What follows belongs to an exercise in optimizing a design on an open flow for small area; a production flow would make more cautious choices.
Only simulation tests tie the RTL to the original design; equivalence was not proved.
No activity file was given, so power comes from the tool's default toggle rates.

## flow/flow/run.sh

```bash
#!/bin/bash
# Own layout flow: the standard ORFS flow (standard.sh, all steps), with
#  - every input and output port buffered by the smallest buffer, buf_1,
#    instead of the flow's default port buffer cell;
#  - the clock tree built from clkbuf_16 clusters of up to 28 sinks, without
#    dummy loads, under a clkbuf_8 root buffer;
#  - timing-driven global placement that sizes and buffers nets once, at 30%
#    overflow, instead of at the flow's default overflow levels.
# Each ORFS step writes its full log under orfs/logs/; make's own output goes
# to make_finish.log in this folder.
set -euo pipefail
export BUFFER_PORTS_ARGS="-buffer_cell sky130_fd_sc_hd__buf_1"
export CTS_ARGS="-sink_clustering_enable -repair_clock_nets -dont_use_dummy_load -buf_list sky130_fd_sc_hd__clkbuf_16 -sink_clustering_size 28 -sink_clustering_max_diameter 90 -root_buf sky130_fd_sc_hd__clkbuf_8"
export GLOBAL_PLACEMENT_ARGS="-timing_driven_net_reweight_overflow {30}"
bash standard.sh > make_finish.log 2>&1
```

## flow/standard.sh

```bash
#!/bin/bash
# synth_recipe.tcl (not shown) runs the flow's synth.tcl, then flattens the netlist and writes it again
# the make line also repeats each setting of config.mk as NAME=value (left out here)
make -C /OpenROAD-flow-scripts/flow DESIGN_CONFIG=/design/flow/config.mk WORK_HOME=/design/flow/orfs CLKGATE_MAP_FILE= SYNTH_SCRIPT=/design/flow/synth_recipe.tcl "${@:-finish}"
```

## flow/config.mk

```make
export PLATFORM = sky130hd
export DESIGN_NAME = riscv
export DESIGN_NICKNAME = riscv
export VERILOG_FILES = /design/flow/design.v
export SDC_FILE = /design/flow/constraint.sdc
export NUM_CORES = 8
export LEC_CHECK = 0
export CAP_MARGIN = 10
export CORE_MARGIN = 2
export CORE_UTILIZATION = 48.0
export PLACE_DENSITY = 0.68
export SLEW_MARGIN = 10
export SYNTH_HIERARCHICAL = 1
```

## flow/constraint.sdc

```tcl
create_clock -name core_clock -period 15.0 [get_ports {clk}]
set_input_delay 3.0000 -clock core_clock [delete_from_list [all_inputs] [get_ports {clk}]]
set_output_delay 3.0000 -clock core_clock [all_outputs]
set_load 0.01 [all_outputs]
```

## flow/design.v

```verilog
module add_e (
    input  a, b, c,
    output s, nco, p, g
);
hax    h (.a(a), .b(b), .p(p), .g(g));
a21oix k (.a1(p), .a2(c), .b1(g), .y(nco));
xor2x  x (.a(p), .b(c), .y(s));
endmodule
module add_o (
    input  a, b, nc,
    output s, co, np, ng
);
xnor2x n1 (.a(a), .b(b), .y(np));
nand2x n2 (.a(a), .b(b), .y(ng));
o21aix k  (.a1(np), .a2(nc), .b1(ng), .y(co));
xor2x  x  (.a(np), .b(nc), .y(s));
endmodule
module addchain #(parameter N = 32) (
    input  [N-1:0] a,
    input  [N-1:0] b,
    input          ci,
    output [N-1:0] s,
    output [N-1:0] pp,
    output [N-1:0] gg,
    output         co       
);
wire [N:0] c;       
assign c[0] = ci;
genvar i;
generate
    for (i = 0; i < N; i = i + 1) begin : bit_
        if (i % 2 == 0) begin : e
            add_e u (.a(a[i]), .b(b[i]), .c(c[i]), .s(s[i]), .nco(c[i+1]), .p(pp[i]), .g(gg[i]));
        end else begin : o
            add_o u (.a(a[i]), .b(b[i]), .nc(c[i]), .s(s[i]), .co(c[i+1]), .np(pp[i]), .ng(gg[i]));
        end
    end
endgenerate
assign co = c[N];
endmodule
module addsel #(parameter N = 16) (
    input  [N-1:0] a,
    input  [N-1:0] b,
    input          ci,
    output [N-1:0] s,
    output [N-1:0] pp,
    output [N-1:0] gg
);
wire [N:0] c0, c1;       
wire [N-1:0] s0n, s1n;   
genvar i;
generate
    for (i = 0; i < N; i = i + 1) begin : bit_
        if (i == 0) begin : f
            hax    h  (.a(a[i]), .b(b[i]), .p(pp[i]), .g(gg[i]));
            invx   k0 (.a(gg[i]), .y(c0[i+1]));
            nor2x  k1 (.a(gg[i]), .b(pp[i]), .y(c1[i+1]));
            invx   x0 (.a(pp[i]), .y(s0n[i]));
            assign s1n[i] = pp[i];
        end else if (i % 2 == 0) begin : e
            hax    h  (.a(a[i]), .b(b[i]), .p(pp[i]), .g(gg[i]));
            a21oix k0 (.a1(pp[i]), .a2(c0[i]), .b1(gg[i]), .y(c0[i+1]));
            a21oix k1 (.a1(pp[i]), .a2(c1[i]), .b1(gg[i]), .y(c1[i+1]));
            xnor2x x0 (.a(pp[i]), .b(c0[i]), .y(s0n[i]));
            xnor2x x1 (.a(pp[i]), .b(c1[i]), .y(s1n[i]));
        end else begin : o
            xnor2x n1 (.a(a[i]), .b(b[i]), .y(pp[i]));
            nand2x n2 (.a(a[i]), .b(b[i]), .y(gg[i]));
            o21aix k0 (.a1(pp[i]), .a2(c0[i]), .b1(gg[i]), .y(c0[i+1]));
            o21aix k1 (.a1(pp[i]), .a2(c1[i]), .b1(gg[i]), .y(c1[i+1]));
            xnor2x x0 (.a(pp[i]), .b(c0[i]), .y(s0n[i]));
            xnor2x x1 (.a(pp[i]), .b(c1[i]), .y(s1n[i]));
        end
        mux2ix m (.s(ci), .a0(s0n[i]), .a1(s1n[i]), .y(s[i]));
    end
endgenerate
endmodule
module shifter (
    input  [31:0] a,
    input         left,
    input  [4:0]  sa,
    input         f,
    output [31:0] y
);
wire r0 = ~left & ~sa[0], r1 = ~left & sa[0], l0 = left & ~sa[0], l1 = left & sa[0];
wire [3:0] d, e;      
assign d = {sa[2] & sa[1], sa[2] & ~sa[1], ~sa[2] & sa[1], ~sa[2] & ~sa[1]};
assign e = {sa[4] & sa[3], sa[4] & ~sa[3], ~sa[4] & sa[3], ~sa[4] & ~sa[3]};
wire d23 = sa[2], d123 = sa[2] | sa[1];
wire e23 = sa[4], e123 = sa[4] | sa[3];
wire [31:0] sa_, sb_;
genvar i;
generate
    for (i = 0; i < 32; i = i + 1) begin : m
        if (i < 31) begin : a4
            sel4 u (.s0(r0), .d0(a[i]), .s1(r1), .d1(a[i+1]), .s2(l0), .d2(a[31-i]), .s3(l1), .d3(a[30-i]), .y(sa_[i]));
        end else begin : a3
            sel3 u (.s0(r0), .d0(a[i]), .s1(l0), .d1(a[31-i]), .s2(sa[0]), .d2(f), .y(sa_[i]));
        end
        if (i + 6 < 32) begin : b4
            sel4 u (.s0(d[0]), .d0(sa_[i]), .s1(d[1]), .d1(sa_[i+2]), .s2(d[2]), .d2(sa_[i+4]), .s3(d[3]), .d3(sa_[i+6]), .y(sb_[i]));
        end else if (i + 4 < 32) begin : b4f
            sel4 u (.s0(d[0]), .d0(sa_[i]), .s1(d[1]), .d1(sa_[i+2]), .s2(d[2]), .d2(sa_[i+4]), .s3(d[3]), .d3(f), .y(sb_[i]));
        end else if (i + 2 < 32) begin : b3
            sel3 u (.s0(d[0]), .d0(sa_[i]), .s1(d[1]), .d1(sa_[i+2]), .s2(d23), .d2(f), .y(sb_[i]));
        end else begin : b2
            sel2 u (.s0(d[0]), .d0(sa_[i]), .s1(d123), .d1(f), .y(sb_[i]));
        end
        if (i + 24 < 32) begin : c4
            sel4 u (.s0(e[0]), .d0(sb_[i]), .s1(e[1]), .d1(sb_[i+8]), .s2(e[2]), .d2(sb_[i+16]), .s3(e[3]), .d3(sb_[i+24]), .y(y[i]));
        end else if (i + 16 < 32) begin : c4f
            sel4 u (.s0(e[0]), .d0(sb_[i]), .s1(e[1]), .d1(sb_[i+8]), .s2(e[2]), .d2(sb_[i+16]), .s3(e[3]), .d3(f), .y(y[i]));
        end else if (i + 8 < 32) begin : c3
            sel3 u (.s0(e[0]), .d0(sb_[i]), .s1(e[1]), .d1(sb_[i+8]), .s2(e23), .d2(f), .y(y[i]));
        end else begin : c2
            sel2 u (.s0(e[0]), .d0(sb_[i]), .s1(e123), .d1(f), .y(y[i]));
        end
    end
endgenerate
endmodule
module sel4(input s0, d0, s1, d1, s2, d2, s3, d3, output y);
wire n0, n1;
ao222i u0 (.a1(s0), .a2(d0), .b1(s1), .b2(d1), .c1(s2), .c2(d2), .y(n0));
nand2x u1 (.a(s3), .b(d3), .y(n1));
nand2x u2 (.a(n0), .b(n1), .y(y));
endmodule
module sel3(input s0, d0, s1, d1, s2, d2, output y);
wire n0;
ao222i u0 (.a1(s0), .a2(d0), .b1(s1), .b2(d1), .c1(s2), .c2(d2), .y(n0));
invx u1 (.a(n0), .y(y));
endmodule
module sel2(input s0, d0, s1, d1, output y);
wire n0;
mux2ix u0 (.s(s1), .a0(d0), .a1(d1), .y(n0));
invx u1 (.a(n0), .y(y));
endmodule
module ao222i(input a1, a2, b1, b2, c1, c2, output y);
assign y = ~((a1 & a2) | (b1 & b2) | (c1 & c2));
endmodule
module nand4x(input a, b, c, d, output y);
assign y = ~(a & b & c & d);
endmodule
module nand3x(input a, b, c, output y);
assign y = ~(a & b & c);
endmodule
module nand2x(input a, b, output y);
assign y = ~(a & b);
endmodule
module or3x(input a, b, c, output y);
assign y = a | b | c;
endmodule
module xor2x(input a, b, output y);
assign y = a ^ b;
endmodule
module xnor2x(input a, b, output y);
assign y = ~(a ^ b);
endmodule
module a21oix(input a1, a2, b1, output y);
assign y = ~((a1 & a2) | b1);
endmodule
module o21aix(input a1, a2, b1, output y);
assign y = ~((a1 | a2) & b1);
endmodule
module mux2ix(input s, a0, a1, output y);
assign y = ~(s ? a1 : a0);
endmodule
module hax(input a, b, output p, g);
assign p = a ^ b;
assign g = a & b;
endmodule
module ao22i(input a1, a2, b1, b2, output y);
assign y = ~((a1 & a2) | (b1 & b2));
endmodule
module ao221i(input a1, a2, b1, b2, c1, output y);
assign y = ~((a1 & a2) | (b1 & b2) | c1);
endmodule
module oa22(input a1, a2, b1, b2, output y);
assign y = (a1 | a2) & (b1 | b2);
endmodule
module invx(input a, output y);
assign y = ~a;
endmodule
module nor2x(input a, b, output y);
assign y = ~(a | b);
endmodule
module a21ox(input a1, a2, b1, output y);
assign y = (a1 & a2) | b1;
endmodule
module oa221(input a1, a2, b1, b2, c1, output y);
assign y = (a1 | a2) & (b1 | b2) & c1;
endmodule
module and2x(input a, b, output y);
assign y = a & b;
endmodule
module a22ox(input a1, a2, b1, b2, output y);
assign y = (a1 & a2) | (b1 & b2);
endmodule
module dec5 (
    input  [4:0]  a,
    output [30:0] y
);
wire [3:0] h;       
wire [7:0] l;       
genvar k;
generate
    for (k = 0; k < 4; k = k + 1) begin : hi
        assign h[k] = (a[4:3] == k);
    end
    for (k = 0; k < 8; k = k + 1) begin : lo
        assign l[k] = (a[2:0] == k);
    end
    for (k = 1; k < 32; k = k + 1) begin : d
        and2x u (.a(h[k/8]), .b(l[k%8]), .y(y[k-1]));
    end
endgenerate
endmodule
module dec5w (
    input  [4:0]  a,
    input         en,
    input         force1,
    output [30:0] y
);
wire [3:0] h;       
wire [7:0] l;       
genvar k;
generate
    for (k = 0; k < 4; k = k + 1) begin : hi
        assign h[k] = en & (a[4:3] == k);
    end
    for (k = 0; k < 8; k = k + 1) begin : lo
        assign l[k] = (a[2:0] == k);
    end
    for (k = 1; k < 32; k = k + 1) begin : d
        a21ox u (.a1(h[k/8]), .a2(l[k%8]), .b1(force1), .y(y[k-1]));
    end
endgenerate
endmodule
module rf_rdport (
    input  [30:0]  sel,
    input  [991:0] q,       
    output [31:0]  rd
);
genvar j, k;
generate
    for (j = 0; j < 32; j = j + 1) begin : b
        wire [30:0] d;
        for (k = 0; k < 31; k = k + 1) begin : t
            assign d[k] = q[32*k + j];
        end
        rdbit u (.s(sel), .d(d), .y(rd[j]));
    end
endgenerate
endmodule
module rdbit (
    input  [30:0] s,
    input  [30:0] d,
    output        y
);
wire [10:0] n;
genvar k;
generate
    for (k = 0; k < 10; k = k + 1) begin : g
        ao222i u (.a1(s[3*k]), .a2(d[3*k]), .b1(s[3*k+1]), .b2(d[3*k+1]),
                  .c1(s[3*k+2]), .c2(d[3*k+2]), .y(n[k]));
    end
endgenerate
nand2x u10 (.a(s[30]), .b(d[30]), .y(n[10]));
wire p0, p1, p2;
nand4x v0 (.a(n[0]), .b(n[1]), .c(n[2]), .d(n[3]), .y(p0));
nand4x v1 (.a(n[4]), .b(n[5]), .c(n[6]), .d(n[7]), .y(p1));
nand3x v2 (.a(n[8]), .b(n[9]), .c(n[10]), .y(p2));
or3x w (.a(p0), .b(p1), .c(p2), .y(y));
endmodule
module riscv(
    input clk,
    input reset,
    input [4:0] debug_reg_select,
    output [31:0] debug_reg_out,
    output [31:0] fetchPC,
    input  [31:0] imem_rdata,
    output [31:0] dmem_addr,
    output [31:0] dmem_wdata,
    output        dmem_we,
    output [1:0]  dmem_size,
    input  [31:0] dmem_rdata
);
wire [31:0] ins = imem_rdata;
wire b6 = ins[6];
wire b5 = ins[5];
wire b4 = ins[4];
wire b3 = ins[3];
wire b2 = ins[2];
wire [2:0] f3 = ins[14:12];
wire nr = ~reset;
wire is_load   = ~b6 & ~b5 & ~b4;
wire is_store  = ~b6 &  b5 & ~b4;
wire is_aluop  =  b4 & ~b2;             
wire is_op     =  b4 & ~b2 & b5;        
wire is_lui    =  b5 & b4 & b2;
wire is_auipc  = ~b5 & b4 & b2;
wire is_branch =  b6 & ~b2;
wire is_jal    =  b3;
wire is_jalr   =  b6 & b2 & ~b3;
wire is_link   =  b6 & b2;              
wire reg_write = ~(b5 & ~b4 & ~b2);     
reg  [31:0] pc;
wire [31:0] pc4;
wire [31:0] tgt;
wire [31:0] npc;
wire [31:2] ic;
assign ic[2] = 1'b1;
genvar gi, gj;
generate
    for (gi = 2; gi < 32; gi = gi + 1) begin : inc
        assign pc4[gi] = pc[gi] ^ ic[gi];
        if (gi < 31) begin : c
            assign ic[gi+1] = ic[gi] & pc[gi];
        end
    end
endgenerate
assign pc4[1:0] = pc[1:0];
wire [31:0] imm_t;
assign imm_t[0]     = 1'b0;
assign imm_t[4:1]   = b6 ? (b3 ? ins[24:21] : ins[11:8]) : 4'b0;
assign imm_t[10:5]  = b6 ? ins[30:25] : 6'b0;
assign imm_t[11]    = b6 & (b3 ? ins[20] : ins[7]);
assign imm_t[19:12] = b2 ? ins[19:12] : {8{ins[31]}};
assign imm_t[31:20] = b6 ? {12{ins[31]}} : ins[31:20];
wire [31:2] tgt_pp, tgt_gg;
assign tgt[0] = pc[0];
assign tgt[1] = pc[1] ^ imm_t[1];
wire tgt_co;
addchain #(30) tgt_add (.a(pc[31:2]), .b(imm_t[31:2]), .ci(pc[1] & imm_t[1]),
                        .s(tgt[31:2]), .pp(tgt_pp), .gg(tgt_gg), .co(tgt_co));
wire [31:0] rs1, rs2, wd;
wire [991:0] q;
wire [30:0] wdec, sel1, sel2, sel3;
dec5w dec_w (.a(ins[11:7]), .en(reg_write), .force1(reset), .y(wdec));
generate
    for (gi = 1; gi < 32; gi = gi + 1) begin : x
        reg  [31:0] r;
        wire [31:0] d;
        wire        wn;
        invx i (.a(wdec[gi-1]), .y(wn));
        for (gj = 0; gj < 32; gj = gj + 1) begin : b
            a22ox m (.a1(wdec[gi-1]), .a2(wd[gj]), .b1(wn), .b2(r[gj]), .y(d[gj]));
        end
        always @(posedge clk)
            r <= d;
        assign q[32*(gi-1) +: 32] = r;
    end
endgenerate
dec5 dec_1 (.a(ins[19:15]), .y(sel1));
dec5 dec_2 (.a(ins[24:20]), .y(sel2));
dec5 dec_3 (.a(debug_reg_select), .y(sel3));
rf_rdport rp1 (.sel(sel1), .q(q), .rd(rs1));
rf_rdport rp2 (.sel(sel2), .q(q), .rd(rs2));
rf_rdport rp3 (.sel(sel3), .q(q), .rd(debug_reg_out));
wire store_a = b5 & ~b6;
wire [31:0] imm_a = {{21{ins[31]}}, ins[30:25], store_a ? ins[11:7] : ins[24:20]};
wire use_rs2 = b5 & ~b2 & (b4 | b6);    
wire sub = is_branch | (is_aluop & ~f3[2] & f3[1]) | (is_op & (f3 == 3'b000) & ins[30]);
wire [31:0] nsrcb, beff;
generate
    for (gi = 0; gi < 32; gi = gi + 1) begin : opb
        mux2ix m (.s(use_rs2), .a0(imm_a[gi]), .a1(rs2[gi]), .y(nsrcb[gi]));
        xnor2x x (.a(nsrcb[gi]), .b(sub), .y(beff[gi]));
    end
endgenerate
wire [31:0] sum, pp, gg;
wire c16;
addchain #(16) alu_add (.a(rs1[15:0]), .b(beff[15:0]), .ci(sub), .s(sum[15:0]),
                        .pp(pp[15:0]), .gg(gg[15:0]), .co(c16));
addsel #(16) alu_addh (.a(rs1[31:16]), .b(beff[31:16]), .ci(c16), .s(sum[31:16]),
                       .pp(pp[31:16]), .gg(gg[31:16]));
wire b31 = ~nsrcb[31];
wire sdiff = rs1[31] ^ b31;
wire lt  = sdiff ? rs1[31] : sum[31];
wire ltu = sdiff ? b31     : sum[31];
wire eq  = &{pp[30], pp[28], pp[26], pp[24], pp[22], pp[20], pp[18], pp[16],
             pp[14], pp[12], pp[10], pp[8], pp[6], pp[4], pp[2], pp[0]}
         & ~|{pp[31], pp[29], pp[27], pp[25], pp[23], pp[21], pp[19], pp[17],
              pp[15], pp[13], pp[11], pp[9], pp[7], pp[5], pp[3], pp[1]};
wire cond = (f3[2] ? (f3[1] ? ltu : lt) : eq) ^ f3[0];
wire take = is_jal | (is_branch & cond);
wire [31:0] shr;
shifter sh (.a(rs1), .left(~f3[2]), .sa(beff[4:0]), .f(ins[30] & rs1[31]), .y(shr));
wire a_nr   = is_aluop & nr;
wire s_sum  = a_nr & (f3 == 3'b000);
wire s_lui  = is_lui & nr;
wire s_sll  = a_nr & (f3 == 3'b001);
wire s_slt  = a_nr & (f3 == 3'b010);
wire s_sltu = a_nr & (f3 == 3'b011);
wire s_sr   = a_nr & (f3 == 3'b101);
wire s_p    = a_nr & f3[2] & ~f3[0];                 
wire s_g    = a_nr & f3[2] & f3[1];                  
wire ns_p   = ~s_p;
wire ns_g   = ~s_g;
wire s_pc4  = is_link & nr;
wire s_tgt  = is_auipc & nr;
wire slt_bit = (s_slt & lt) | (s_sltu & ltu);
wire nslt_bit = ~slt_bit;
wire s_ld   = is_load & nr;
wire s_ldh  = s_ld & (f3[1] | f3[0]);                
wire s_ldw  = s_ld & f3[1];                          
wire s_lb   = s_ld & (f3 == 3'b000);                 
wire s_lbh  = s_ld & ~f3[2] & ~f3[1];                
wire x16    = f3[0] ? dmem_rdata[15] : dmem_rdata[7];
wire ldx8   = s_lb & dmem_rdata[7];
wire ldx16  = s_lbh & x16;
wire nldx8  = ~ldx8;
wire nldx16 = ~ldx16;
generate
    if (1) begin : wb
        wire wb0_1, wb0_2, wb0_3;
        ao222i u_wb0_1 (.a1(s_sum), .a2(sum[0]), .b1(s_sr), .b2(shr[0]), .c1(s_sll), .c2(shr[31]), .y(wb0_1));
        ao222i u_wb0_2 (.a1(s_p), .a2(pp[0]), .b1(s_g), .b2(gg[0]), .c1(s_ld), .c2(dmem_rdata[0]), .y(wb0_2));
        ao22i u_wb0_3 (.a1(s_pc4), .a2(pc4[0]), .b1(s_tgt), .b2(tgt[0]), .y(wb0_3));
        nand4x u_wb0 (.a(wb0_1), .b(wb0_2), .c(wb0_3), .d(nslt_bit), .y(wd[0]));
        wire wb1_1, wb1_2, wb1_3;
        oa22 u_wb1_1 (.a1(ns_p), .a2(pp[1]), .b1(ns_g), .b2(gg[1]), .y(wb1_1));
        ao222i u_wb1_2 (.a1(s_sum), .a2(sum[1]), .b1(s_sr), .b2(shr[1]), .c1(s_sll), .c2(shr[30]), .y(wb1_2));
        ao222i u_wb1_3 (.a1(s_ld), .a2(dmem_rdata[1]), .b1(s_pc4), .b2(pc4[1]), .c1(s_tgt), .c2(tgt[1]), .y(wb1_3));
        nand3x u_wb1 (.a(wb1_1), .b(wb1_2), .c(wb1_3), .y(wd[1]));
        wire wb2_1, wb2_2, wb2_3, wb2_4;
        ao222i u_wb2_1 (.a1(s_sum), .a2(sum[2]), .b1(s_sr), .b2(shr[2]), .c1(s_sll), .c2(shr[29]), .y(wb2_1));
        ao222i u_wb2_2 (.a1(s_p), .a2(pp[2]), .b1(s_g), .b2(gg[2]), .c1(s_ld), .c2(dmem_rdata[2]), .y(wb2_2));
        nand2x u_wb2_3 (.a(s_pc4), .b(pc4[2]), .y(wb2_3));
        nand2x u_wb2_4 (.a(s_tgt), .b(tgt[2]), .y(wb2_4));
        nand4x u_wb2 (.a(wb2_1), .b(wb2_2), .c(wb2_3), .d(wb2_4), .y(wd[2]));
        wire wb3_1, wb3_2, wb3_3;
        oa22 u_wb3_1 (.a1(ns_p), .a2(pp[3]), .b1(ns_g), .b2(gg[3]), .y(wb3_1));
        ao222i u_wb3_2 (.a1(s_sum), .a2(sum[3]), .b1(s_sr), .b2(shr[3]), .c1(s_sll), .c2(shr[28]), .y(wb3_2));
        ao222i u_wb3_3 (.a1(s_ld), .a2(dmem_rdata[3]), .b1(s_pc4), .b2(pc4[3]), .c1(s_tgt), .c2(tgt[3]), .y(wb3_3));
        nand3x u_wb3 (.a(wb3_1), .b(wb3_2), .c(wb3_3), .y(wd[3]));
        wire wb4_1, wb4_2, wb4_3, wb4_4;
        ao222i u_wb4_1 (.a1(s_sum), .a2(sum[4]), .b1(s_sr), .b2(shr[4]), .c1(s_sll), .c2(shr[27]), .y(wb4_1));
        ao222i u_wb4_2 (.a1(s_p), .a2(pp[4]), .b1(s_g), .b2(gg[4]), .c1(s_ld), .c2(dmem_rdata[4]), .y(wb4_2));
        nand2x u_wb4_3 (.a(s_pc4), .b(pc4[4]), .y(wb4_3));
        nand2x u_wb4_4 (.a(s_tgt), .b(tgt[4]), .y(wb4_4));
        nand4x u_wb4 (.a(wb4_1), .b(wb4_2), .c(wb4_3), .d(wb4_4), .y(wd[4]));
        wire wb5_1, wb5_2, wb5_3;
        oa22 u_wb5_1 (.a1(ns_p), .a2(pp[5]), .b1(ns_g), .b2(gg[5]), .y(wb5_1));
        ao222i u_wb5_2 (.a1(s_sum), .a2(sum[5]), .b1(s_sr), .b2(shr[5]), .c1(s_sll), .c2(shr[26]), .y(wb5_2));
        ao222i u_wb5_3 (.a1(s_ld), .a2(dmem_rdata[5]), .b1(s_pc4), .b2(pc4[5]), .c1(s_tgt), .c2(tgt[5]), .y(wb5_3));
        nand3x u_wb5 (.a(wb5_1), .b(wb5_2), .c(wb5_3), .y(wd[5]));
        wire wb6_1, wb6_2, wb6_3, wb6_4;
        ao222i u_wb6_1 (.a1(s_sum), .a2(sum[6]), .b1(s_sr), .b2(shr[6]), .c1(s_sll), .c2(shr[25]), .y(wb6_1));
        ao222i u_wb6_2 (.a1(s_p), .a2(pp[6]), .b1(s_g), .b2(gg[6]), .c1(s_ld), .c2(dmem_rdata[6]), .y(wb6_2));
        nand2x u_wb6_3 (.a(s_pc4), .b(pc4[6]), .y(wb6_3));
        nand2x u_wb6_4 (.a(s_tgt), .b(tgt[6]), .y(wb6_4));
        nand4x u_wb6 (.a(wb6_1), .b(wb6_2), .c(wb6_3), .d(wb6_4), .y(wd[6]));
        wire wb7_1, wb7_2, wb7_3;
        oa22 u_wb7_1 (.a1(ns_p), .a2(pp[7]), .b1(ns_g), .b2(gg[7]), .y(wb7_1));
        ao222i u_wb7_2 (.a1(s_sum), .a2(sum[7]), .b1(s_sr), .b2(shr[7]), .c1(s_sll), .c2(shr[24]), .y(wb7_2));
        ao222i u_wb7_3 (.a1(s_ld), .a2(dmem_rdata[7]), .b1(s_pc4), .b2(pc4[7]), .c1(s_tgt), .c2(tgt[7]), .y(wb7_3));
        nand3x u_wb7 (.a(wb7_1), .b(wb7_2), .c(wb7_3), .y(wd[7]));
        wire wb8_1, wb8_2, wb8_3;
        ao222i u_wb8_1 (.a1(s_sum), .a2(sum[8]), .b1(s_sr), .b2(shr[8]), .c1(s_sll), .c2(shr[23]), .y(wb8_1));
        ao222i u_wb8_2 (.a1(s_p), .a2(pp[8]), .b1(s_g), .b2(gg[8]), .c1(s_ldh), .c2(dmem_rdata[8]), .y(wb8_2));
        ao222i u_wb8_3 (.a1(s_pc4), .a2(pc4[8]), .b1(s_tgt), .b2(tgt[8]), .c1(s_lb), .c2(dmem_rdata[7]), .y(wb8_3));
        nand3x u_wb8 (.a(wb8_1), .b(wb8_2), .c(wb8_3), .y(wd[8]));
        wire wb9_1, wb9_2, wb9_3;
        oa22 u_wb9_1 (.a1(ns_p), .a2(pp[9]), .b1(ns_g), .b2(gg[9]), .y(wb9_1));
        ao222i u_wb9_2 (.a1(s_sum), .a2(sum[9]), .b1(s_sr), .b2(shr[9]), .c1(s_sll), .c2(shr[22]), .y(wb9_2));
        ao222i u_wb9_3 (.a1(s_ldh), .a2(dmem_rdata[9]), .b1(s_pc4), .b2(pc4[9]), .c1(s_tgt), .c2(tgt[9]), .y(wb9_3));
        nand4x u_wb9 (.a(wb9_1), .b(wb9_2), .c(wb9_3), .d(nldx8), .y(wd[9]));
        wire wb10_1, wb10_2, wb10_3;
        ao222i u_wb10_1 (.a1(s_sum), .a2(sum[10]), .b1(s_sr), .b2(shr[10]), .c1(s_sll), .c2(shr[21]), .y(wb10_1));
        ao222i u_wb10_2 (.a1(s_p), .a2(pp[10]), .b1(s_g), .b2(gg[10]), .c1(s_ldh), .c2(dmem_rdata[10]), .y(wb10_2));
        ao222i u_wb10_3 (.a1(s_pc4), .a2(pc4[10]), .b1(s_tgt), .b2(tgt[10]), .c1(s_lb), .c2(dmem_rdata[7]), .y(wb10_3));
        nand3x u_wb10 (.a(wb10_1), .b(wb10_2), .c(wb10_3), .y(wd[10]));
        wire wb11_1, wb11_2, wb11_3;
        oa22 u_wb11_1 (.a1(ns_p), .a2(pp[11]), .b1(ns_g), .b2(gg[11]), .y(wb11_1));
        ao222i u_wb11_2 (.a1(s_sum), .a2(sum[11]), .b1(s_sr), .b2(shr[11]), .c1(s_sll), .c2(shr[20]), .y(wb11_2));
        ao222i u_wb11_3 (.a1(s_ldh), .a2(dmem_rdata[11]), .b1(s_pc4), .b2(pc4[11]), .c1(s_tgt), .c2(tgt[11]), .y(wb11_3));
        nand4x u_wb11 (.a(wb11_1), .b(wb11_2), .c(wb11_3), .d(nldx8), .y(wd[11]));
        wire wb12_1, wb12_2, wb12_3;
        ao222i u_wb12_1 (.a1(s_sum), .a2(sum[12]), .b1(s_sr), .b2(shr[12]), .c1(s_sll), .c2(shr[19]), .y(wb12_1));
        ao222i u_wb12_2 (.a1(s_p), .a2(pp[12]), .b1(s_g), .b2(gg[12]), .c1(s_ldh), .c2(dmem_rdata[12]), .y(wb12_2));
        ao222i u_wb12_3 (.a1(s_pc4), .a2(pc4[12]), .b1(s_tgt), .b2(tgt[12]), .c1(s_lui), .c2(ins[12]), .y(wb12_3));
        nand4x u_wb12 (.a(wb12_1), .b(wb12_2), .c(wb12_3), .d(nldx8), .y(wd[12]));
        wire wb13_1, wb13_2, wb13_3, wb13_4;
        oa221 u_wb13_1 (.a1(ns_p), .a2(pp[13]), .b1(ns_g), .b2(gg[13]), .c1(nldx8), .y(wb13_1));
        ao222i u_wb13_2 (.a1(s_sum), .a2(sum[13]), .b1(s_sr), .b2(shr[13]), .c1(s_sll), .c2(shr[18]), .y(wb13_2));
        ao222i u_wb13_3 (.a1(s_ldh), .a2(dmem_rdata[13]), .b1(s_pc4), .b2(pc4[13]), .c1(s_tgt), .c2(tgt[13]), .y(wb13_3));
        nand2x u_wb13_4 (.a(s_lui), .b(ins[13]), .y(wb13_4));
        nand4x u_wb13 (.a(wb13_1), .b(wb13_2), .c(wb13_3), .d(wb13_4), .y(wd[13]));
        wire wb14_1, wb14_2, wb14_3;
        ao222i u_wb14_1 (.a1(s_sum), .a2(sum[14]), .b1(s_sr), .b2(shr[14]), .c1(s_sll), .c2(shr[17]), .y(wb14_1));
        ao222i u_wb14_2 (.a1(s_p), .a2(pp[14]), .b1(s_g), .b2(gg[14]), .c1(s_ldh), .c2(dmem_rdata[14]), .y(wb14_2));
        ao222i u_wb14_3 (.a1(s_pc4), .a2(pc4[14]), .b1(s_tgt), .b2(tgt[14]), .c1(s_lui), .c2(ins[14]), .y(wb14_3));
        nand4x u_wb14 (.a(wb14_1), .b(wb14_2), .c(wb14_3), .d(nldx8), .y(wd[14]));
        wire wb15_1, wb15_2, wb15_3, wb15_4;
        oa221 u_wb15_1 (.a1(ns_p), .a2(pp[15]), .b1(ns_g), .b2(gg[15]), .c1(nldx8), .y(wb15_1));
        ao222i u_wb15_2 (.a1(s_sum), .a2(sum[15]), .b1(s_sr), .b2(shr[15]), .c1(s_sll), .c2(shr[16]), .y(wb15_2));
        ao222i u_wb15_3 (.a1(s_ldh), .a2(dmem_rdata[15]), .b1(s_pc4), .b2(pc4[15]), .c1(s_tgt), .c2(tgt[15]), .y(wb15_3));
        nand2x u_wb15_4 (.a(s_lui), .b(ins[15]), .y(wb15_4));
        nand4x u_wb15 (.a(wb15_1), .b(wb15_2), .c(wb15_3), .d(wb15_4), .y(wd[15]));
        wire wb16_1, wb16_2, wb16_3;
        ao222i u_wb16_1 (.a1(s_sum), .a2(sum[16]), .b1(s_sr), .b2(shr[16]), .c1(s_sll), .c2(shr[15]), .y(wb16_1));
        ao222i u_wb16_2 (.a1(s_p), .a2(pp[16]), .b1(s_g), .b2(gg[16]), .c1(s_ldw), .c2(dmem_rdata[16]), .y(wb16_2));
        ao222i u_wb16_3 (.a1(s_pc4), .a2(pc4[16]), .b1(s_tgt), .b2(tgt[16]), .c1(s_lui), .c2(ins[16]), .y(wb16_3));
        nand4x u_wb16 (.a(wb16_1), .b(wb16_2), .c(wb16_3), .d(nldx16), .y(wd[16]));
        wire wb17_1, wb17_2, wb17_3, wb17_4;
        oa221 u_wb17_1 (.a1(ns_p), .a2(pp[17]), .b1(ns_g), .b2(gg[17]), .c1(nldx16), .y(wb17_1));
        ao222i u_wb17_2 (.a1(s_sum), .a2(sum[17]), .b1(s_sr), .b2(shr[17]), .c1(s_sll), .c2(shr[14]), .y(wb17_2));
        ao222i u_wb17_3 (.a1(s_ldw), .a2(dmem_rdata[17]), .b1(s_pc4), .b2(pc4[17]), .c1(s_tgt), .c2(tgt[17]), .y(wb17_3));
        nand2x u_wb17_4 (.a(s_lui), .b(ins[17]), .y(wb17_4));
        nand4x u_wb17 (.a(wb17_1), .b(wb17_2), .c(wb17_3), .d(wb17_4), .y(wd[17]));
        wire wb18_1, wb18_2, wb18_3;
        ao222i u_wb18_1 (.a1(s_sum), .a2(sum[18]), .b1(s_sr), .b2(shr[18]), .c1(s_sll), .c2(shr[13]), .y(wb18_1));
        ao222i u_wb18_2 (.a1(s_p), .a2(pp[18]), .b1(s_g), .b2(gg[18]), .c1(s_ldw), .c2(dmem_rdata[18]), .y(wb18_2));
        ao222i u_wb18_3 (.a1(s_pc4), .a2(pc4[18]), .b1(s_tgt), .b2(tgt[18]), .c1(s_lui), .c2(ins[18]), .y(wb18_3));
        nand4x u_wb18 (.a(wb18_1), .b(wb18_2), .c(wb18_3), .d(nldx16), .y(wd[18]));
        wire wb19_1, wb19_2, wb19_3, wb19_4;
        oa221 u_wb19_1 (.a1(ns_p), .a2(pp[19]), .b1(ns_g), .b2(gg[19]), .c1(nldx16), .y(wb19_1));
        ao222i u_wb19_2 (.a1(s_sum), .a2(sum[19]), .b1(s_sr), .b2(shr[19]), .c1(s_sll), .c2(shr[12]), .y(wb19_2));
        ao222i u_wb19_3 (.a1(s_ldw), .a2(dmem_rdata[19]), .b1(s_pc4), .b2(pc4[19]), .c1(s_tgt), .c2(tgt[19]), .y(wb19_3));
        nand2x u_wb19_4 (.a(s_lui), .b(ins[19]), .y(wb19_4));
        nand4x u_wb19 (.a(wb19_1), .b(wb19_2), .c(wb19_3), .d(wb19_4), .y(wd[19]));
        wire wb20_1, wb20_2, wb20_3;
        ao222i u_wb20_1 (.a1(s_sum), .a2(sum[20]), .b1(s_sr), .b2(shr[20]), .c1(s_sll), .c2(shr[11]), .y(wb20_1));
        ao222i u_wb20_2 (.a1(s_p), .a2(pp[20]), .b1(s_g), .b2(gg[20]), .c1(s_ldw), .c2(dmem_rdata[20]), .y(wb20_2));
        ao222i u_wb20_3 (.a1(s_pc4), .a2(pc4[20]), .b1(s_tgt), .b2(tgt[20]), .c1(s_lui), .c2(ins[20]), .y(wb20_3));
        nand4x u_wb20 (.a(wb20_1), .b(wb20_2), .c(wb20_3), .d(nldx16), .y(wd[20]));
        wire wb21_1, wb21_2, wb21_3, wb21_4;
        oa221 u_wb21_1 (.a1(ns_p), .a2(pp[21]), .b1(ns_g), .b2(gg[21]), .c1(nldx16), .y(wb21_1));
        ao222i u_wb21_2 (.a1(s_sum), .a2(sum[21]), .b1(s_sr), .b2(shr[21]), .c1(s_sll), .c2(shr[10]), .y(wb21_2));
        ao222i u_wb21_3 (.a1(s_ldw), .a2(dmem_rdata[21]), .b1(s_pc4), .b2(pc4[21]), .c1(s_tgt), .c2(tgt[21]), .y(wb21_3));
        nand2x u_wb21_4 (.a(s_lui), .b(ins[21]), .y(wb21_4));
        nand4x u_wb21 (.a(wb21_1), .b(wb21_2), .c(wb21_3), .d(wb21_4), .y(wd[21]));
        wire wb22_1, wb22_2, wb22_3;
        ao222i u_wb22_1 (.a1(s_sum), .a2(sum[22]), .b1(s_sr), .b2(shr[22]), .c1(s_sll), .c2(shr[9]), .y(wb22_1));
        ao222i u_wb22_2 (.a1(s_p), .a2(pp[22]), .b1(s_g), .b2(gg[22]), .c1(s_ldw), .c2(dmem_rdata[22]), .y(wb22_2));
        ao222i u_wb22_3 (.a1(s_pc4), .a2(pc4[22]), .b1(s_tgt), .b2(tgt[22]), .c1(s_lui), .c2(ins[22]), .y(wb22_3));
        nand4x u_wb22 (.a(wb22_1), .b(wb22_2), .c(wb22_3), .d(nldx16), .y(wd[22]));
        wire wb23_1, wb23_2, wb23_3, wb23_4;
        oa221 u_wb23_1 (.a1(ns_p), .a2(pp[23]), .b1(ns_g), .b2(gg[23]), .c1(nldx16), .y(wb23_1));
        ao222i u_wb23_2 (.a1(s_sum), .a2(sum[23]), .b1(s_sr), .b2(shr[23]), .c1(s_sll), .c2(shr[8]), .y(wb23_2));
        ao222i u_wb23_3 (.a1(s_ldw), .a2(dmem_rdata[23]), .b1(s_pc4), .b2(pc4[23]), .c1(s_tgt), .c2(tgt[23]), .y(wb23_3));
        nand2x u_wb23_4 (.a(s_lui), .b(ins[23]), .y(wb23_4));
        nand4x u_wb23 (.a(wb23_1), .b(wb23_2), .c(wb23_3), .d(wb23_4), .y(wd[23]));
        wire wb24_1, wb24_2, wb24_3;
        ao222i u_wb24_1 (.a1(s_sum), .a2(sum[24]), .b1(s_sr), .b2(shr[24]), .c1(s_sll), .c2(shr[7]), .y(wb24_1));
        ao222i u_wb24_2 (.a1(s_p), .a2(pp[24]), .b1(s_g), .b2(gg[24]), .c1(s_ldw), .c2(dmem_rdata[24]), .y(wb24_2));
        ao222i u_wb24_3 (.a1(s_pc4), .a2(pc4[24]), .b1(s_tgt), .b2(tgt[24]), .c1(s_lui), .c2(ins[24]), .y(wb24_3));
        nand4x u_wb24 (.a(wb24_1), .b(wb24_2), .c(wb24_3), .d(nldx16), .y(wd[24]));
        wire wb25_1, wb25_2, wb25_3, wb25_4;
        oa221 u_wb25_1 (.a1(ns_p), .a2(pp[25]), .b1(ns_g), .b2(gg[25]), .c1(nldx16), .y(wb25_1));
        ao222i u_wb25_2 (.a1(s_sum), .a2(sum[25]), .b1(s_sr), .b2(shr[25]), .c1(s_sll), .c2(shr[6]), .y(wb25_2));
        ao222i u_wb25_3 (.a1(s_ldw), .a2(dmem_rdata[25]), .b1(s_pc4), .b2(pc4[25]), .c1(s_tgt), .c2(tgt[25]), .y(wb25_3));
        nand2x u_wb25_4 (.a(s_lui), .b(ins[25]), .y(wb25_4));
        nand4x u_wb25 (.a(wb25_1), .b(wb25_2), .c(wb25_3), .d(wb25_4), .y(wd[25]));
        wire wb26_1, wb26_2, wb26_3;
        ao222i u_wb26_1 (.a1(s_sum), .a2(sum[26]), .b1(s_sr), .b2(shr[26]), .c1(s_sll), .c2(shr[5]), .y(wb26_1));
        ao222i u_wb26_2 (.a1(s_p), .a2(pp[26]), .b1(s_g), .b2(gg[26]), .c1(s_ldw), .c2(dmem_rdata[26]), .y(wb26_2));
        ao222i u_wb26_3 (.a1(s_pc4), .a2(pc4[26]), .b1(s_tgt), .b2(tgt[26]), .c1(s_lui), .c2(ins[26]), .y(wb26_3));
        nand4x u_wb26 (.a(wb26_1), .b(wb26_2), .c(wb26_3), .d(nldx16), .y(wd[26]));
        wire wb27_1, wb27_2, wb27_3, wb27_4;
        oa221 u_wb27_1 (.a1(ns_p), .a2(pp[27]), .b1(ns_g), .b2(gg[27]), .c1(nldx16), .y(wb27_1));
        ao222i u_wb27_2 (.a1(s_sum), .a2(sum[27]), .b1(s_sr), .b2(shr[27]), .c1(s_sll), .c2(shr[4]), .y(wb27_2));
        ao222i u_wb27_3 (.a1(s_ldw), .a2(dmem_rdata[27]), .b1(s_pc4), .b2(pc4[27]), .c1(s_tgt), .c2(tgt[27]), .y(wb27_3));
        nand2x u_wb27_4 (.a(s_lui), .b(ins[27]), .y(wb27_4));
        nand4x u_wb27 (.a(wb27_1), .b(wb27_2), .c(wb27_3), .d(wb27_4), .y(wd[27]));
        wire wb28_1, wb28_2, wb28_3;
        ao222i u_wb28_1 (.a1(s_sum), .a2(sum[28]), .b1(s_sr), .b2(shr[28]), .c1(s_sll), .c2(shr[3]), .y(wb28_1));
        ao222i u_wb28_2 (.a1(s_p), .a2(pp[28]), .b1(s_g), .b2(gg[28]), .c1(s_ldw), .c2(dmem_rdata[28]), .y(wb28_2));
        ao222i u_wb28_3 (.a1(s_pc4), .a2(pc4[28]), .b1(s_tgt), .b2(tgt[28]), .c1(s_lui), .c2(ins[28]), .y(wb28_3));
        nand4x u_wb28 (.a(wb28_1), .b(wb28_2), .c(wb28_3), .d(nldx16), .y(wd[28]));
        wire wb29_1, wb29_2, wb29_3, wb29_4;
        oa221 u_wb29_1 (.a1(ns_p), .a2(pp[29]), .b1(ns_g), .b2(gg[29]), .c1(nldx16), .y(wb29_1));
        ao222i u_wb29_2 (.a1(s_sum), .a2(sum[29]), .b1(s_sr), .b2(shr[29]), .c1(s_sll), .c2(shr[2]), .y(wb29_2));
        ao222i u_wb29_3 (.a1(s_ldw), .a2(dmem_rdata[29]), .b1(s_pc4), .b2(pc4[29]), .c1(s_tgt), .c2(tgt[29]), .y(wb29_3));
        nand2x u_wb29_4 (.a(s_lui), .b(ins[29]), .y(wb29_4));
        nand4x u_wb29 (.a(wb29_1), .b(wb29_2), .c(wb29_3), .d(wb29_4), .y(wd[29]));
        wire wb30_1, wb30_2, wb30_3;
        ao222i u_wb30_1 (.a1(s_sum), .a2(sum[30]), .b1(s_sr), .b2(shr[30]), .c1(s_sll), .c2(shr[1]), .y(wb30_1));
        ao222i u_wb30_2 (.a1(s_p), .a2(pp[30]), .b1(s_g), .b2(gg[30]), .c1(s_ldw), .c2(dmem_rdata[30]), .y(wb30_2));
        ao222i u_wb30_3 (.a1(s_pc4), .a2(pc4[30]), .b1(s_tgt), .b2(tgt[30]), .c1(s_lui), .c2(ins[30]), .y(wb30_3));
        nand4x u_wb30 (.a(wb30_1), .b(wb30_2), .c(wb30_3), .d(nldx16), .y(wd[30]));
        wire wb31_1, wb31_2, wb31_3, wb31_4;
        oa221 u_wb31_1 (.a1(ns_p), .a2(pp[31]), .b1(ns_g), .b2(gg[31]), .c1(nldx16), .y(wb31_1));
        ao222i u_wb31_2 (.a1(s_sum), .a2(sum[31]), .b1(s_sr), .b2(shr[31]), .c1(s_sll), .c2(shr[0]), .y(wb31_2));
        ao222i u_wb31_3 (.a1(s_ldw), .a2(dmem_rdata[31]), .b1(s_pc4), .b2(pc4[31]), .c1(s_tgt), .c2(tgt[31]), .y(wb31_3));
        nand2x u_wb31_4 (.a(s_lui), .b(ins[31]), .y(wb31_4));
        nand4x u_wb31 (.a(wb31_1), .b(wb31_2), .c(wb31_3), .d(wb31_4), .y(wd[31]));
    end
endgenerate
wire n_sum = nr & is_jalr;
wire n_tgt = nr & take;
wire n_pc4 = nr & ~is_jalr & ~take;
generate
    for (gi = 0; gi < 32; gi = gi + 1) begin : np
        wire n;
        ao222i a (.a1(n_sum), .a2(sum[gi]), .b1(n_tgt), .b2(tgt[gi]), .c1(n_pc4), .c2(pc4[gi]), .y(n));
        invx   v (.a(n), .y(npc[gi]));
    end
endgenerate
always @(posedge clk)
    pc <= npc;
assign fetchPC    = pc;
assign dmem_addr  = sum;
assign dmem_wdata = rs2;
assign dmem_we    = is_store;
assign dmem_size  = {f3[1], f3[1] | f3[0]};
endmodule
```

==> run notes <==
## worst max-delay path, cell delays in order
cell,delay (ns)
buf_1,0.33
nor3_1,1.23
and2_2,0.90
a222oi_1,0.28
nand4_1,0.32
or3_1,0.20
mux2i_1,0.08
xnor2_1,0.54
xnor2_1,0.28
o21ai_1,0.27
a21oi_2,0.11
o21ai_1,0.25
a21oi_2,0.11
o21ai_1,0.26
a21oi_2,0.12
o21ai_1,0.30
a21oi_2,0.13
o21ai_1,0.27
a21oi_2,0.11
o21ai_1,0.24
a21oi_2,0.11
o21ai_1,0.24
a21oi_2,0.12
o21ai_2,0.14
buf_4,0.33
mux2i_1,0.55
buf_1,0.22
## cell usage in the layout (no fill, tap or decap), types with 14 or more instances in the layout
cell / count
a21o_2: 31
a21oi_2: 37
a222oi_1: 1154
a22o_1: 993
and2_1: 15
and2_2: 94
buf_1: 197
buf_4: 166
clkbuf_16: 42
dfxtp_1: 1024
diode_2: 14
ha_1: 60
inv_1: 77
inv_2: 23
mux2i_1: 63
nand2_1: 319
nand3_1: 100
nand4_1: 223
nor3b_1: 14
o21ai_0: 14
o21ai_1: 35
or3_1: 97
xnor2_1: 93
xor2_1: 47
## power by group
group	total [mW]	leakage, nW	internal [mW]	switching, mW
Sequential	3.88	8.40	3.28	0.601
Combinational	2.53	11.6	0.868	1.66
Clock	1.45	0.554	0.526	0.924
Total	7.86	20.6	4.67	3.19
## metrics by stage
step | std cells | instance area (sq um) | setup slack, ns | total power, mW | utilization, %
floorplan | 4654 | 50040 | 0.1690 | 5.212 | -
global placement | 6384 | 53920 | 1.869 | 6.179 | 52.10
detailed placement | 6384 | 53920 | 1.741 | 6.232 | 52.10
CTS | 6431 | 55040 | 1.713 | 7.616 | 53.18
global route | 6436 | 55050 | 0.8825 | 8.023 | 53.19
finish | 6445 | 55070 | 0.9613 | 7.861 | 53.21
## registers in the layout (all words and copies together), names as in the netlist
register / flops
x.r: 992
pc: 32
## cell type report
class                   instances  area, sq um
well taps                    1380         1727
fillers                      9334        48420
multi-input cells            3510        29300
diodes                         14        35.03
repair buffers                365         1996
flip-flops and latches       1024        20500
inverters                     105        394.1
clock buffers                  47         1120
## worst paths after layout
path                                     start            end  slack, ns  cells past startpoint
worst min register to register     x[26].r[23]    x[26].r[23]       0.53                      1
worst max-delay path            imem_rdata[20]  dmem_addr[17]       0.96                     27
worst min-delay path               x[26].r[23]    x[26].r[23]       0.53                      1
worst max register to register      x[19].r[1]     x[26].r[0]       6.59                     31
## routing by layer
| layer | vias up | routed length (microns) | global-route usage (%) |
|---|---|---|---|
| met2 | 6625 | 109400 | 68.78 |
| li1 | 22400 | - | - |
| met1 | 27010 | 91430 | 58.61 |
| met4 | 16 | 30380 | 39.53 |
| met5 | - | 468 | 2.795 |
| met3 | 1716 | 51480 | 22.04 |
==> flow_summary.ini <==
[routing]
drc = 0
ant_nets = 0
vias_per_cell = 8.962
drtPass1Iterations = 17
wl_per_cell_microns = 43.94
drt_iter0_markers = 19760
wirelength_microns = 283200
vias = 57760

[sta]
fin_hold_ws_ns = 0.5347
timing.slew.headroom_pct = 3.529
min_period_ns = 14.04
worst_pin_slew_ns = 1.444
setup_viol = 0
finalMaxSlewViolations = 0
rsz0062_at_grt = false
fin_setup_tns_ns = 0
hold_violations = 0
post-route-period-util_pct = 93.59
fin_skew_ns = 0.1095
fmax_mhz = 71.23

[floorplan]
fp.dieW_microns = 326.9
die-area_sq_um = 106800
coreArea_sq_um = 103500
die_y_microns = 326.9
initial_core_util_pct = 48.35
rows = 118
ios = 202

[clocking]
cts.sinks = 1024
clock_latency_ns = 0.89
postCtsSetupBuffers = 0
cts_resized = 0
numCtsBuffers = 47
hold_buffers = 0
clk_pin_slew_worst_paths_ns = 0.09
cts_buffer_depth = 3
cts_tree = done
htreeDepth = 2
root_buffer = clkbuf_8

[grt]
grt_pass1_wl_microns = 388000
grt_pass1_vias = 52030
grt_util_all_layers_pct = 49.50
grt_overflow = 0
antenna_found_initial = 17
grt_max_degree = 41

[synth]
syn-instance-count = 4654
synth_area_per_cell_sq_um = 10.75
netlist_area_sq_um = 50040
yosysWarnings = 7
syn-num-nets = 4785

[critical_path]
crit_arrival_ns = 11.04
crit_required_ns = 12.00
crit_path_start_kind = input port
endpoint_kind = primary output
crit_type = in2out
worstPathMaxFanout = 22

[place]
gp_congestion = 1.060
dp_hpwl_microns = 172600
port_buffers = 199

[power_and_ir_drop]
power_density_nw_per_um2 = 142.7
ir_drop_mv = 0.08743
power_leakage_nw = 20.59

[layout]
nets = 5184
layout-drive-gt1-share_pct = 8.988
area_delta_synth_final_pct = 10.07

[worst_hold_path]
min_path_type = reg2reg

[outcome]
status = finished clean

[flow_run]
maxCapViolations = 0

[static timing again, ports no longer ideal]
The flow's constraints put no driver on any port. The routed layout listed below was extracted and timed again, unchanged, in two steps.
Step 1 assumes that a clkbuf_16 drives the clock port and a buf_2 every other input.
Step 2 times the ports against the registers' clock, not the clock port: input delays grow and output delays shrink by t, the midpoint of the rising clock arrivals with the driver on.
a / b / c = no drivers / after step 1 / after step 2; a / b = the first two.
t, ns: 0.914
slack for setup (ns): 0.961 / 0.926 / 0.926
worst setup path at the end: input to output
worst slew at a driven data input, ns: 0.14
After both steps this run still meets setup and hold. The setup slack of this run moves by -0.035 ns with the drivers and by -0.035 ns with both steps.
